This is an optimization exercise on Yosys and OpenROAD, whose aim is small area and a short achievable clock period, not a production implementation. Only simulation tests tie the RTL to the original design; equivalence was not proved. No activity file was given, so power comes from the tool's default toggle rates.

## flow/design.v (module list and top-level ports; edited modules follow where they fit)
// module clock_divider: 1078 lines
// module cd_xor2: 3 lines
// module cd_o21a: 3 lines
// module cd_andn: 3 lines
// module cd_nand2: 3 lines
// module cd_orn: 3 lines
// module cd_and2: 3 lines
// module cd_nor2: 3 lines
// module cd_xnor2: 3 lines
// module cd_inv: 3 lines
// module cd_fa: 4 lines
// module cd_ha: 4 lines
// module cd_pp: 3 lines
// module cd_xn: 3 lines
// module cd_nd: 3 lines
// module cd_cya: 3 lines
// module cd_cyo: 3 lines
// module cd_cy: 3 lines
// module cd_pp2: 3 lines
// module cd_pp1: 3 lines
module clock_divider #(parameter BASE_SPEED = 50000000) (input logic clk, input logic[19:0] speed, input logic reset, output logic outClk);
  // ...
==> flow/flow/run.sh <==
#!/bin/bash
# The standard layout (standard.sh, the standard flow's own ORFS run, unchanged synthesis),
# with one change: the buffers that placement puts on every input and output
# port are sky130_fd_sc_hd__buf_2 cells instead of the cell buffer_ports picks
# by default (a slow clkdlybuf4s50_1 delay buffer).
set -euo pipefail
printf '\nexport BUFFER_PORTS_ARGS = -buffer_cell sky130_fd_sc_hd__buf_2\n' >> config.mk
bash standard.sh finish > flow_make.log 2>&1
==> flow/standard.sh <==
#!/bin/bash
# synth_recipe.tcl (not shown) runs the flow's synth.tcl, then flattens the netlist and writes it again
# the make line also repeats each setting of config.mk as NAME=value (left out here)
make -C /OpenROAD-flow-scripts/flow DESIGN_CONFIG=/design/flow/config.mk WORK_HOME=/design/flow/orfs CLKGATE_MAP_FILE= SYNTH_SCRIPT=/design/flow/synth_recipe.tcl "${@:-finish}"
==> flow/config.mk <==
export PLATFORM = sky130hd
export DESIGN_NAME = clock_divider
export DESIGN_NICKNAME = clock_divider
export VERILOG_FILES = /design/flow/design.v
export SDC_FILE = /design/flow/constraint.sdc
export NUM_CORES = 4
export LEC_CHECK = 0
export CAP_MARGIN = 20
export CORE_MARGIN = 2
export CORE_UTILIZATION = 25
export CTS_BUF_LIST = sky130_fd_sc_hd__clkbuf_2 sky130_fd_sc_hd__clkbuf_4
export PLACE_DENSITY = 0.3
export SLEW_MARGIN = 20
export SYNTH_HIERARCHICAL = 1

export BUFFER_PORTS_ARGS = -buffer_cell sky130_fd_sc_hd__buf_2
==> flow/constraint.sdc <==
create_clock -name core_clock -period 140.0 [get_ports {clk}]
set_input_delay 28.0000 -clock core_clock [delete_from_list [all_inputs] [get_ports {clk}]]
set_output_delay 28.0000 -clock core_clock [all_outputs]
set_load 0.01 [all_outputs]
==> flow_metrics.py, run 1 <==
metrics = {
    "cts": {
        "postCtsSetupBuffers": 0,
        "cts_tree": "yes",
    },
    "timing": {
        "hold_violations": 0,
        "min_period_ps": 64450,
        "grt_setup_unrepaired": "false",
        "setup_ws_ps": 75550,
        "finClkSkew_ps": 8.34,
        "setup_viol": 0,
    },
    "global_route": {
        "met2_usage": 0.348,
        "grt_pass1_wl_um": 54200,
        "grtUsageTotal": 0.225,
    },
    "yosys": {
        "synth_cells": 716,
        "synth-compound-area-share": 0.288,
        "synthesis.area_sq_um": 7770,
        "muxShareOfSynthArea": 0,
        "synthXorXnorAreaFrac": 0.0744,
    },
    "final_layout": {
        "multi_input_area_sq_um": 7030,
        "multi_input_area_share": 0.819,
        "finalInstanceArea_sq_um": 8580,
        "top_area_cell_class": "multi-input gates",
        "nNetsFinal": 977,
        "area_share_nonclk_buffers": 0.0295,
        "signal_buffers": 41,
        "area_growth_pct": 10.4,
        "final_common_cell": "a222oi_1",
        "fillCellCount": 3275,
    },
    "worst_setup_path": {
        "rr_endpoint": "counter[16]$_DFF_P_",
        "reg2reg_depth": 37,
        "path_depth": 33,
        "end_kind": "primary output",
        "cpMaxStageDelayCell": "or4_4",
    },
    "status": {
        "outcome": "no timing/DRC/antenna violations",
    },
    "power_and_ir_drop": {
        "swShare": 0.612,
    },
    "detailed_routing": {
        "routedWlPerCell_um": 32.3,
        "viasPerCell": 6.44,
        "dr_wl_met3_um": 3290,
    },
    "floorplanning": {
        "chipWidth_um": 180,
        "core_sq_um": 30600,
    },
    "place": {
        "dp_cells": 1154,
    },
}
==> inputs of run 2 (changes only) <==
--- a/flow/design.v
+++ b/flow/design.v
@@ -619,16 +619,47 @@
 	wire qs587;
 	wire qc588;
 	wire hpn589;
 	wire hgn590;
 	wire qs591;
 	wire qc592;
 	wire lp593;
 	wire qs594;
+	wire calo595;
+	wire cq20_596;
+	wire cag20_597;
+	wire cq21_598;
+	wire cag21_599;
+	wire cq22_600;
+	wire cag22_601;
+	wire cq23_602;
+	wire cag23_603;
+	wire cq24_604;
+	wire cag24_605;
+	wire cq25_606;
+	wire cag25_607;
+	wire cq26_608;
+	wire cag26_609;
+	wire cblo610;
+	wire cbg20_611;
+	wire cbg21_612;
+	wire cbg22_613;
+	wire cbg23_614;
+	wire cbg24_615;
+	wire cbg25_616;
+	wire cbg26_617;
+	wire chlo618;
+	wire chg20_619;
+	wire chg21_620;
+	wire chg22_621;
+	wire chg23_622;
+	wire chg24_623;
+	wire chg25_624;
+	wire chg26_625;
 	cd_nand2 u_pp0_0_1 (.a(speed[0]), .b(px[0]), .y(pp0_0_1));
 	cd_nand2 u_pq0_2 (.a(n1[0]), .b(nspeed[0]), .y(pq0_2));
 	cd_pp u_pp0_1_3 (.d1(p1[0]), .a(speed[1]), .d2(p2[0]), .b(speed[0]), .d3(n1[0]), .c(nspeed[1]), .y(pp0_1_3));
 	cd_pp u_pp0_2_4 (.d1(p1[0]), .a(speed[2]), .d2(p2[0]), .b(speed[1]), .d3(n1[0]), .c(nspeed[2]), .y(pp0_2_4));
 	cd_pp u_pp0_3_5 (.d1(p1[0]), .a(speed[3]), .d2(p2[0]), .b(speed[2]), .d3(n1[0]), .c(nspeed[3]), .y(pp0_3_5));
 	cd_pp u_pp0_4_6 (.d1(p1[0]), .a(speed[4]), .d2(p2[0]), .b(speed[3]), .d3(n1[0]), .c(nspeed[4]), .y(pp0_4_6));
 	cd_pp u_pp0_5_7 (.d1(p1[0]), .a(speed[5]), .d2(p2[0]), .b(speed[4]), .d3(n1[0]), .c(nspeed[5]), .y(pp0_5_7));
 	cd_pp u_pp0_6_8 (.d1(p1[0]), .a(speed[6]), .d2(p2[0]), .b(speed[5]), .d3(n1[0]), .c(nspeed[6]), .y(pp0_6_8));
@@ -1051,21 +1082,58 @@
 	cd_cya u_qc588 (.g(hc586), .p(hs585), .c(qc584), .yn(qc588));
 	cd_xn u_hpn589 (.a(fc492), .b(fs493), .y(hpn589));
 	cd_nd u_hgn590 (.a(fc492), .b(fs493), .y(hgn590));
 	assign qs591 = (hpn589 ^ qc588);
 	cd_cyo u_qc592 (.gn(hgn590), .pn(hpn589), .cn(qc588), .y(qc592));
 	assign lp593 = fc494 ^ fs495;
 	assign qs594 = (lp593 ^ qc592);
 	assign qsum = {qs594, qs591, qs587, qs583, qs579, qs575, qs571, qs567, qs563, qs559, qs555, qs551, qs547, qs543, qs539, qs535, qs531, qs527, qs523, qs519, qs515, qs511, qs507, qs503, qs501, hs497, pp0_0_1};
-	wire leFull = !big && (qsum >= 27'd83518677 && qsum <= 27'd133518677);
-	wire leHalf = !big && (qsum >= 27'd108518677 && qsum <= 27'd133518677);
+	assign calo595 = qsum[19:0] >= 20'd681173;
+	cd_xor2 u_cq20_596 (.a(hs569), .b(qc568), .y(cq20_596));
+	cd_nand2 u_cag20_597 (.a(cq20_596), .b(calo595), .y(cag20_597));
+	cd_xnor2 u_cq21_598 (.a(hpn573), .b(qc572), .y(cq21_598));
+	cd_nor2 u_cag21_599 (.a(cq21_598), .b(cag20_597), .y(cag21_599));
+	cd_xor2 u_cq22_600 (.a(hs577), .b(qc576), .y(cq22_600));
+	cd_nand2 u_cag22_601 (.a(cq22_600), .b(cag21_599), .y(cag22_601));
+	cd_xnor2 u_cq23_602 (.a(hpn581), .b(qc580), .y(cq23_602));
+	cd_nor2 u_cag23_603 (.a(cq23_602), .b(cag22_601), .y(cag23_603));
+	cd_xor2 u_cq24_604 (.a(hs585), .b(qc584), .y(cq24_604));
+	cd_nor2 u_cag24_605 (.a(cq24_604), .b(cag23_603), .y(cag24_605));
+	cd_xnor2 u_cq25_606 (.a(hpn589), .b(qc588), .y(cq25_606));
+	cd_nand2 u_cag25_607 (.a(cq25_606), .b(cag24_605), .y(cag25_607));
+	cd_xor2 u_cq26_608 (.a(lp593), .b(qc592), .y(cq26_608));
+	cd_nand2 u_cag26_609 (.a(cq26_608), .b(cag25_607), .y(cag26_609));
+	assign cblo610 = qsum[19:0] >= 20'd515349;
+	cd_nand2 u_cbg20_611 (.a(cq20_596), .b(cblo610), .y(cbg20_611));
+	cd_nor2 u_cbg21_612 (.a(cq21_598), .b(cbg20_611), .y(cbg21_612));
+	cd_nand2 u_cbg22_613 (.a(cq22_600), .b(cbg21_612), .y(cbg22_613));
+	cd_nand2 u_cbg23_614 (.a(cq23_602), .b(cbg22_613), .y(cbg23_614));
+	cd_nor2 u_cbg24_615 (.a(cq24_604), .b(cbg23_614), .y(cbg24_615));
+	cd_nor2 u_cbg25_616 (.a(cq25_606), .b(cbg24_615), .y(cbg25_616));
+	cd_nand2 u_cbg26_617 (.a(cq26_608), .b(cbg25_616), .y(cbg26_617));
+	assign chlo618 = qsum[19:0] >= 20'd349526;
+	cd_nand2 u_chg20_619 (.a(cq20_596), .b(chlo618), .y(chg20_619));
+	cd_nor2 u_chg21_620 (.a(cq21_598), .b(chg20_619), .y(chg21_620));
+	cd_nand2 u_chg22_621 (.a(cq22_600), .b(chg21_620), .y(chg22_621));
+	cd_nor2 u_chg23_622 (.a(cq23_602), .b(chg22_621), .y(chg23_622));
+	cd_nand2 u_chg24_623 (.a(cq24_604), .b(chg23_622), .y(chg24_623));
+	cd_nor2 u_chg25_624 (.a(cq25_606), .b(chg24_623), .y(chg25_624));
+	cd_nand2 u_chg26_625 (.a(cq26_608), .b(chg25_624), .y(chg26_625));
+	cd_and4b u_out (.an(cag26_609), .b(actnb), .c(cbg26_617), .d(chg26_625), .x(outClk));
+	assign geFull = ~cag26_609;
+	assign geHalf = ~cbg26_617;
+	assign gtTop = ~chg26_625;
+	wire geFull, geHalf, gtTop;
+	wire leFull = !big && geFull && !gtTop;
+	wire leHalf = !big && geHalf && !gtTop;
+	wire actnb;
 	wire active = !rstTrigger && (speed != 0);
 	wire counterRst = active && !leFull;
-	assign outClk = active && leFull && !leHalf;
+	assign actnb = active && !big;
 	wire clrn = !((shiftReg == 4'b1111) || counterRst);
 	wire [26:0] cc;
 	wire [25:0] cnext;
 	assign cc[0] = 1'b1;
 	for (genvar i = 0; i < 26; i++) begin : g_cnt
 		wire sum;
 		cd_ha u_inc (.a(counter[i]), .b(cc[i]), .s(sum), .co(cc[i+1]));
 		cd_and2 u_clr (.a(sum), .b(clrn), .y(cnext[i]));
@@ -1095,16 +1163,19 @@
 	assign y = a & b;
 endmodule
 module cd_nor2 (input logic a, b, output logic y);
 	assign y = ~(a | b);
 endmodule
 module cd_xnor2 (input logic a, b, output logic y);
 	assign y = ~(a ^ b);
 endmodule
+module cd_and4b (input logic an, b, c, d, output logic x);
+	assign x = ~an & b & c & d;
+endmodule
 module cd_inv (input logic a, output logic y);
 	assign y = ~a;
 endmodule
 module cd_fa (input logic a, b, c, output logic s, co);
 	assign s = a ^ b ^ c;
 	assign co = (a & b) | (a & c) | (b & c);
 endmodule
 module cd_ha (input logic a, b, output logic s, co);
==> flow/config.mk (replaced) <==
export PLATFORM = sky130hd
export DESIGN_NAME = clock_divider
export DESIGN_NICKNAME = clock_divider
export VERILOG_FILES = /design/flow/design.v
export SDC_FILE = /design/flow/constraint.sdc
export NUM_CORES = 4
export LEC_CHECK = 0
export CAP_MARGIN = 20
export CORE_MARGIN = 2
export CORE_UTILIZATION = 25
export CTS_BUF_LIST = sky130_fd_sc_hd__clkbuf_4
export PLACE_DENSITY = 0.3
export SLEW_MARGIN = 20
export SYNTH_HIERARCHICAL = 1

export BUFFER_PORTS_ARGS = -buffer_cell sky130_fd_sc_hd__buf_2
==> flow_metrics.py, run 2 <==
metrics = {
    "status": {
        "outcome": "no timing/DRC/antenna violations",
    },
    "floorplanning": {
        "die_h_um": 179,
        "start_util": 0.252,
        "dieArea_sq_um": 32100,
        "rows": 64,
        "core_sq_um": 30400,
        "chipWidth_um": 179,
        "ios": 23,
    },
    "timing": {
        "worst_pin_slew_ps": 1190,
        "tns_ps": 0,
        "slew_viol_final": 0,
        "min_period_over_period": 0.451,
        "max_freq_mhz": 15.9,
        "hold_violations": 0,
        "min_period_ps": 63070,
        "setup_viol": 0,
        "relSlewSlack": 0.205,
        "grt_setup_unrepaired": "false",
        "finClkSkew_ps": 8.27,
    },
    "worst_setup_path": {
        "cp-endpoint": "outClk",
        "reg2reg_slack_ps": 131010,
        "rr_endpoint": "counter[4]$_DFF_P_",
        "critPathLaunch": "speed[2]",
        "worst-path-max-fanout": 27,
        "worst-setup-path-type": "in -> out",
        "reg2reg_depth": 34,
        "critPathTopFamily": "compound AO/OA/AOI/OAI gates",
        "path_depth": 30,
        "end_kind": "primary output",
        "worst-path-buf-inv": 3,
        "cpMaxStageDelayCell": "fa_1",
        "max_stage_delay_ps": 510,
        "timing.rr.start": "counter[0]$_DFF_P_",
        "required_ps": 112000,
        "critPathArrivalTime_ps": 35070,
        "startpoint_type": "primary input",
    },
    "cts": {
        "clkLatencyLatePin_ps": 330,
        "cts_resized": 0,
        "numCtsBuffers": 5,
        "clk_pin_slew_ps": 90,
        "cts.sinks": 31,
        "postCtsSetupBuffers": 0,
        "hold_buffers": 0,
        "cts_tree": "yes",
        "root_buffer": "clkbuf_4",
        "clk_path_buf_depth": 2,
        "htreeDepth": 2,
    },
    "yosys": {
        "synthFlopType": "dfxtp_1",
        "synth_seq_cells": 31,
        "syn_area_per_cell_sq_um": 10.6,
        "yosys.area.top_type": "fa_1",
        "synth_seq_area_share": 0.0808,
        "ys.warnings.count": 7,
        "synthArstFlopShare": 0,
        "synth_area_leaders": "fa_1 (36%), a222oi_1 (22%), ha_1 (8.5%), dfxtp_1 (8.1%), xnor2_1 (3.9%)",
        "synth_cells": 721,
        "yosysMostFrequentCell": "a222oi_1",
        "ys_top_cells_by_count": "a222oi_1 (166), fa_1 (138), nand2_1 (57)",
        "synth_edf_count": 0,
        "synthesis.area_sq_um": 7680,
        "yosysTopAreaCellShare": 0.360,
        "synth_cell_types": 40,
    },
    "final_layout": {
        "drive_gt1_frac": 0.0877,
        "insertedDiodeCount": 0,
        "largest_reg_flops": 26,
        "final_common_cell": "a222oi_1",
        "fillCellCount": 3248,
        "largest_register": "counter",
        "nNetsFinal": 975,
        "reg_top3": "counter: 26 flops, shiftReg: 4 flops, rstTrigger: 1 flops",
        "mostFrequentLayoutCells": "a222oi_1 (166), fa_1 (138), nand2_1 (57)",
        "area_growth_pct": 10.1,
    },
    "worst_hold_path": {
        "min_path_type": "reg -> reg",
        "hp-start": "shiftReg[1]$_DFF_P_",
    },
    "detailed_routing": {
        "firstDrtPassIters": 15,
        "first_iter_violations": 1781,
        "routedWlPerCell_um": 29.8,
        "viasPerCell": 6.31,
        "ant_nets": 0,
        "drt_wl_total_um": 34600,
        "vias": 7319,
        "drc": 0,
    },
    "run": {
        "maxCapViolCount": 0,
    },
    "global_route": {
        "grt_pass1_wl_um": 51500,
        "antenna_found_initial": 1,
        "grtUsageTotal": 0.218,
        "grt_max_degree": 29,
        "gr-total-overflow": 0,
        "grt_pass1_vias": 7546,
    },
    "power_and_ir_drop": {
        "leakage_uw": 0.00242,
        "ir_drop_mv": 0.0146,
        "total_power_uw": 211,
        "power_density_nw_per_um2": 24.9,
    },
    "place": {
        "dp_hpwl_um": 25800,
        "globalplace.congestion": 0.872,
        "portBuffers": 22,
    },
}
==> run 2: kinds of logic (layout without fill, tap and decap cells) <==
logic type,Yosys count,count (layout),share of synthesized area
AOI/OAI and AO/OA,235,235,0.279
adders and majority gates,190,190,0.445
and+or+nand+nor,166,166,0.106
xor gates and xnor gates,62,62,0.0707
buffers and inverters,35,77,0.0171
DFF,31,31,0.0808
other,2,3,0.000978
==> run 2: routing by layer <==
| layer | up-vias | share of wire | global-route usage |
|---|---|---|---|
| met3 | 33 | 0.088 | 0.0257 |
| met4 | 0 | 0.023 | 0.0551 |
| met2 | 481 | 0.44 | 0.336 |
| li1 | 3047 | - | - |
| met1 | 3758 | 0.45 | 0.323 |
| met5 | - | 0 | 0 |
==> run 2: metrics by stage <==
step	util	setup slack, ps	hold WS (ps)	instance area [sq um]	cells
final	0.278	76930	352	8450	1160
after global routing	0.278	76340	358	8450	1160
after CTS	0.278	76880	356	8450	1160
after detailed placement	0.276	76860	333	8400	1152
after global placement	0.276	77020	331	8390	1152
after floorplan	-	78700	324	7680	722
==> run 2: cell type report <==
| type | instances | area [sq um] | area share |
|---|---|---|---|
| clock buffers | 6 | 45.0 | 0.00533 |
| inverters | 35 | 131 | 0.0155 |
| well taps | 396 | 495 | 0.0586 |
| repair buffers | 34 | 200 | 0.0237 |
| clock inverters | 2 | 7.51 | 0.000888 |
| flip-flops and latches | 31 | 621 | 0.0734 |
| multi-input cells | 656 | 6950 | 0.822 |
==> run 2: how the worst min path moves through the flow <==
stage,to,slack [ps],cells after the start
global placement,shiftReg[3]$_DFF_P_,330,0
CTS,shiftReg[1]$_DFF_P_,360,0
global route,shiftReg[1]$_DFF_P_,360,0
finish,shiftReg[2]$_DFF_P_,350,0
floorplan,shiftReg[1]$_DFF_P_,320,0
detailed placement,shiftReg[3]$_DFF_P_,330,0
==> run 2: where the power goes <==
part | leakage (uW) | switching (uW) | internal [uW]
Combinational | 0.00214 | 121 | 74.7
Sequential | 0.000252 | 0.510 | 9.33
Clock | 0.0000307 | 2.91 | 2.05
==> run 2: worst reg2reg max path, delay by kind of cell, from the launching register on <==
| family | cells | cell delay (ps) |
|---|---|---|
| AOI/OAI and AO/OA | 23 | 4490 |
| and+or+nand+nor | 4 | 1550 |
| buffers and inverters | 1 | 240 |
| xor gates and xnor gates | 2 | 530 |
| adders and majority gates | 4 | 1780 |
| DFF | 1 | 360 |
==> run 2: modules after synthesis, one instance, submodules excluded, a selection <==
module,copies in the design,cells inside
cd_nor2,35,1
cd_cya,12,1
cd_inv,13,1
cd_xor2,17,1
cd_nand2,38,1
cd_fa,138,1
cd_xnor2,16,1
cd_and2,39,1
cd_pp1,4,1
cd_ha,51,1
cd_cyo,11,1
cd_o21a,13,1
cd_nd,11,1
cd_and4b,1,1
cd_pp,166,1
==> inputs of run 3 (changes only) <==
--- a/flow/config.mk
+++ b/flow/config.mk
@@ -9,5 +9,5 @@
 export CORE_MARGIN = 2
-export CORE_UTILIZATION = 25
+export CORE_UTILIZATION = 35
 export CTS_BUF_LIST = sky130_fd_sc_hd__clkbuf_4
-export PLACE_DENSITY = 0.3
+export PLACE_DENSITY = 0.45
 export SLEW_MARGIN = 20
==> flow_metrics.py, run 3 <==
metrics = {
    "status": {
        "outcome": "no timing/DRC/antenna violations",
    },
    "detailed_routing": {
        "viasPerCell": 7.11,
        "ant_nets": 0,
        "drt_wl_total_um": 31000,
        "routedWlPerCell_um": 29.6,
        "drc": 0,
        "vias": 7456,
        "firstDrtPassIters": 15,
        "first_iter_violations": 1777,
    },
    "final_layout": {
        "area_growth_pct": 8.62,
        "mostFrequentLayoutCells": "a222oi_1 (166), fa_1 (138), nand2_1 (57)",
        "largest_reg_flops": 26,
        "drive_gt1_frac": 0.0887,
        "final_common_cell": "a222oi_1",
        "instances_no_fill": 1048,
        "reg_top3": "counter: 26 flops, shiftReg: 4 flops, rstTrigger: 1 flops",
        "largest_register": "counter",
        "fillCellCount": 2146,
        "nNetsFinal": 979,
    },
    "cts": {
        "hold_buffers": 0,
        "root_buffer": "clkbuf_4",
        "clk_path_buf_depth": 2,
        "clkLatencyLatePin_ps": 330,
        "cts_resized": 0,
        "clk_pin_slew_ps": 90,
        "cts.sinks": 31,
        "cts_tree": "yes",
        "htreeDepth": 2,
        "postCtsSetupBuffers": 0,
        "numCtsBuffers": 5,
    },
    "yosys": {
        "synthesis.area_sq_um": 7680,
        "synthFlopType": "dfxtp_1",
        "synthArstFlopShare": 0,
        "yosys.area.top_type": "fa_1",
        "synth_area_leaders": "fa_1 (36%), a222oi_1 (22%), ha_1 (8.5%), dfxtp_1 (8.1%), xnor2_1 (3.9%)",
        "ys.warnings.count": 7,
        "yosysMostFrequentCell": "a222oi_1",
        "syn_area_per_cell_sq_um": 10.6,
        "synth_edf_count": 0,
        "synth_cells": 721,
        "ys_top_cells_by_count": "a222oi_1 (166), fa_1 (138), nand2_1 (57)",
        "synth_seq_area_share": 0.0808,
        "yosysTopAreaCellShare": 0.360,
        "synth_seq_cells": 31,
        "synth_cell_types": 40,
    },
    "worst_setup_path": {
        "cpMaxStageDelayCell": "a222oi_1",
        "end_kind": "primary output",
        "worst-path-max-fanout": 27,
        "startpoint_type": "primary input",
        "crit_top_cell": "o21ai_1",
        "max_stage_delay_ps": 490,
        "required_ps": 112000,
        "worst-setup-path-type": "in -> out",
        "critPathArrivalTime_ps": 34870,
        "reg2reg_depth": 34,
    },
    "global_route": {
        "antenna_found_initial": 1,
        "grt_max_degree": 29,
        "grt_pass1_wl_um": 48200,
        "gr-total-overflow": 0,
        "grt_pass1_vias": 7806,
        "grtUsageTotal": 0.266,
    },
    "power_and_ir_drop": {
        "ir_drop_mv": 0.0171,
        "power_density_nw_per_um2": 24.8,
        "leakage_uw": 0.00244,
    },
    "timing": {
        "setup_viol": 0,
        "min_period_over_period": 0.449,
        "hold_violations": 0,
        "min_period_ps": 62870,
        "finClkSkew_ps": 8.74,
        "grt_setup_unrepaired": "false",
        "tns_ps": 0,
        "relSlewSlack": 0.264,
        "setup_ws_ps": 77130,
        "max_freq_mhz": 15.9,
        "slew_viol_final": 0,
        "worst_pin_slew_ps": 1100,
    },
    "place": {
        "portBuffers": 22,
        "dp_hpwl_um": 22900,
        "dp_cells": 1039,
        "globalplace.congestion": 1.04,
        "dpl_worst_slack_ps": 77190,
    },
    "floorplanning": {
        "ios": 23,
        "core_sq_um": 21700,
        "chipWidth_um": 152,
        "die_h_um": 152,
        "rows": 54,
        "dieArea_sq_um": 23100,
        "start_util": 0.354,
    },
    "worst_hold_path": {
        "hold_depth": 0,
        "min_path_type": "reg -> reg",
    },
    "run": {
        "maxCapViolCount": 0,
    },
}
## run 3: cell types whose count changed in the layout (fill, tap and decap cells not counted), sizes merged
cell,before,now
clkbuf,6,5
diode,0,1
buf,34,38
## run 3: area by class of cell
type | count | area (sq um) | area share
inverters | 35 | 131 | 0.0158
repair buffers | 38 | 238 | 0.0285
clock buffers | 5 | 37.5 | 0.00450
clock inverters | 2 | 8.76 | 0.00105
diodes | 1 | 2.50 | 0.000300
multi-input cells | 656 | 6950 | 0.833
flip-flops and latches | 31 | 621 | 0.0744
well taps | 280 | 350 | 0.0420
## run 3: worst max-delay path, delay by kind of cell
| kind | cells | cell delay (ps) |
|---|---|---|
| adders and majority gates | 2 | 800 |
| xor gates and xnor gates | 2 | 380 |
| AOI/OAI and AO/OA | 22 | 4150 |
| buffers and inverters | 3 | 1090 |
| and+or+nand+nor | 2 | 400 |
## run 3: power breakdown
part / switching, uW / internal [uW] / total, uW
registers: 0.475 / 9.33 / 9.81
clock network: 2.80 / 1.77 / 4.57
logic: 119 / 73.7 / 193
total: 122 / 84.8 / 207
## run 3: through the flow
step | util | power [uW] | hold WS, ps | instance area, sq um
detailed placement | 0.381 | 202 | 334 | 8270
CTS | 0.383 | 208 | 354 | 8310
floorplan | - | 149 | 324 | 7680
finish | 0.385 | 207 | 350 | 8340
global route | 0.385 | 231 | 362 | 8340
global placement | 0.381 | 200 | 330 | 8260
## run 3: kinds of logic (layout without fill, tap and decap cells)
logic type      after synthesis  count (layout)  share of synthesized area
buf+inv                      35              80                     0.0171
compound gates              235             235                      0.279
simple gates                166             166                      0.106
other cells                   2               4                   0.000978
flops                        31              31                     0.0808
fa+ha+maj                   190             190                      0.445
xor+xnor                     62              62                     0.0707
## run 3: Yosys stat by module, one instance, submodules excluded, excerpt
module    area, sq um  times used
cd_pp1           8.76           4
cd_ha            12.5          51
cd_and4b         10.0           1
cd_cya           8.76          12
cd_and2          6.26          39
cd_xn            8.76          11
## run 3: routing by layer
metal,wire length (um),GRT usage
met1,12100,0.363
met2,13500,0.409
met3,3800,0.0565
met4,1600,0.113
met5,0,0.00621
## run 3: final timing paths
path,from,to,slack (ps)
setup / recovery,speed[3],outClk,77130
hold / removal,shiftReg[0]$_DFF_P_,shiftReg[1]$_DFF_P_,350
setup reg to reg,counter[0]$_DFF_P_,counter[22]$_DFF_P_,130890
hold reg to reg,shiftReg[0]$_DFF_P_,shiftReg[1]$_DFF_P_,350

-- afterwards: timing with drivers on the ports --
In the flow no input, the clock included, has a driving cell. The finished layouts below were timed again as built, in two steps. Step 1, drivers: a clkbuf_16 drives clk and a buf_2 each remaining input, both assumed. Step 2 also shifts input and output timing later by t, the mid clock arrival at the registers, as if the neighbouring blocks saw the same clock. Three values: no drivers, after step 1, after step 2; two values: the first two.
| run | shift t [ns] | setup slack, ns | worst setup path at the end | clock arrival spread, ns |
|---|---|---|---|---|
| run 1 | 0.351 | 75.554 / 75.482 / 75.482 | input to output | 0.009 / 0.008 |
| run 2 | 0.352 | 76.927 / 76.890 / 76.890 | input to output | 0.009 / 0.009 |
| run 3 | 0.348 | 77.130 / 77.054 / 77.054 | input to output | 0.009 / 0.009 |
After both steps every run listed still meets setup and hold. The setup slack of run 3, which loses most, moves by -0.076 ns with the drivers and by -0.076 ns with both steps.
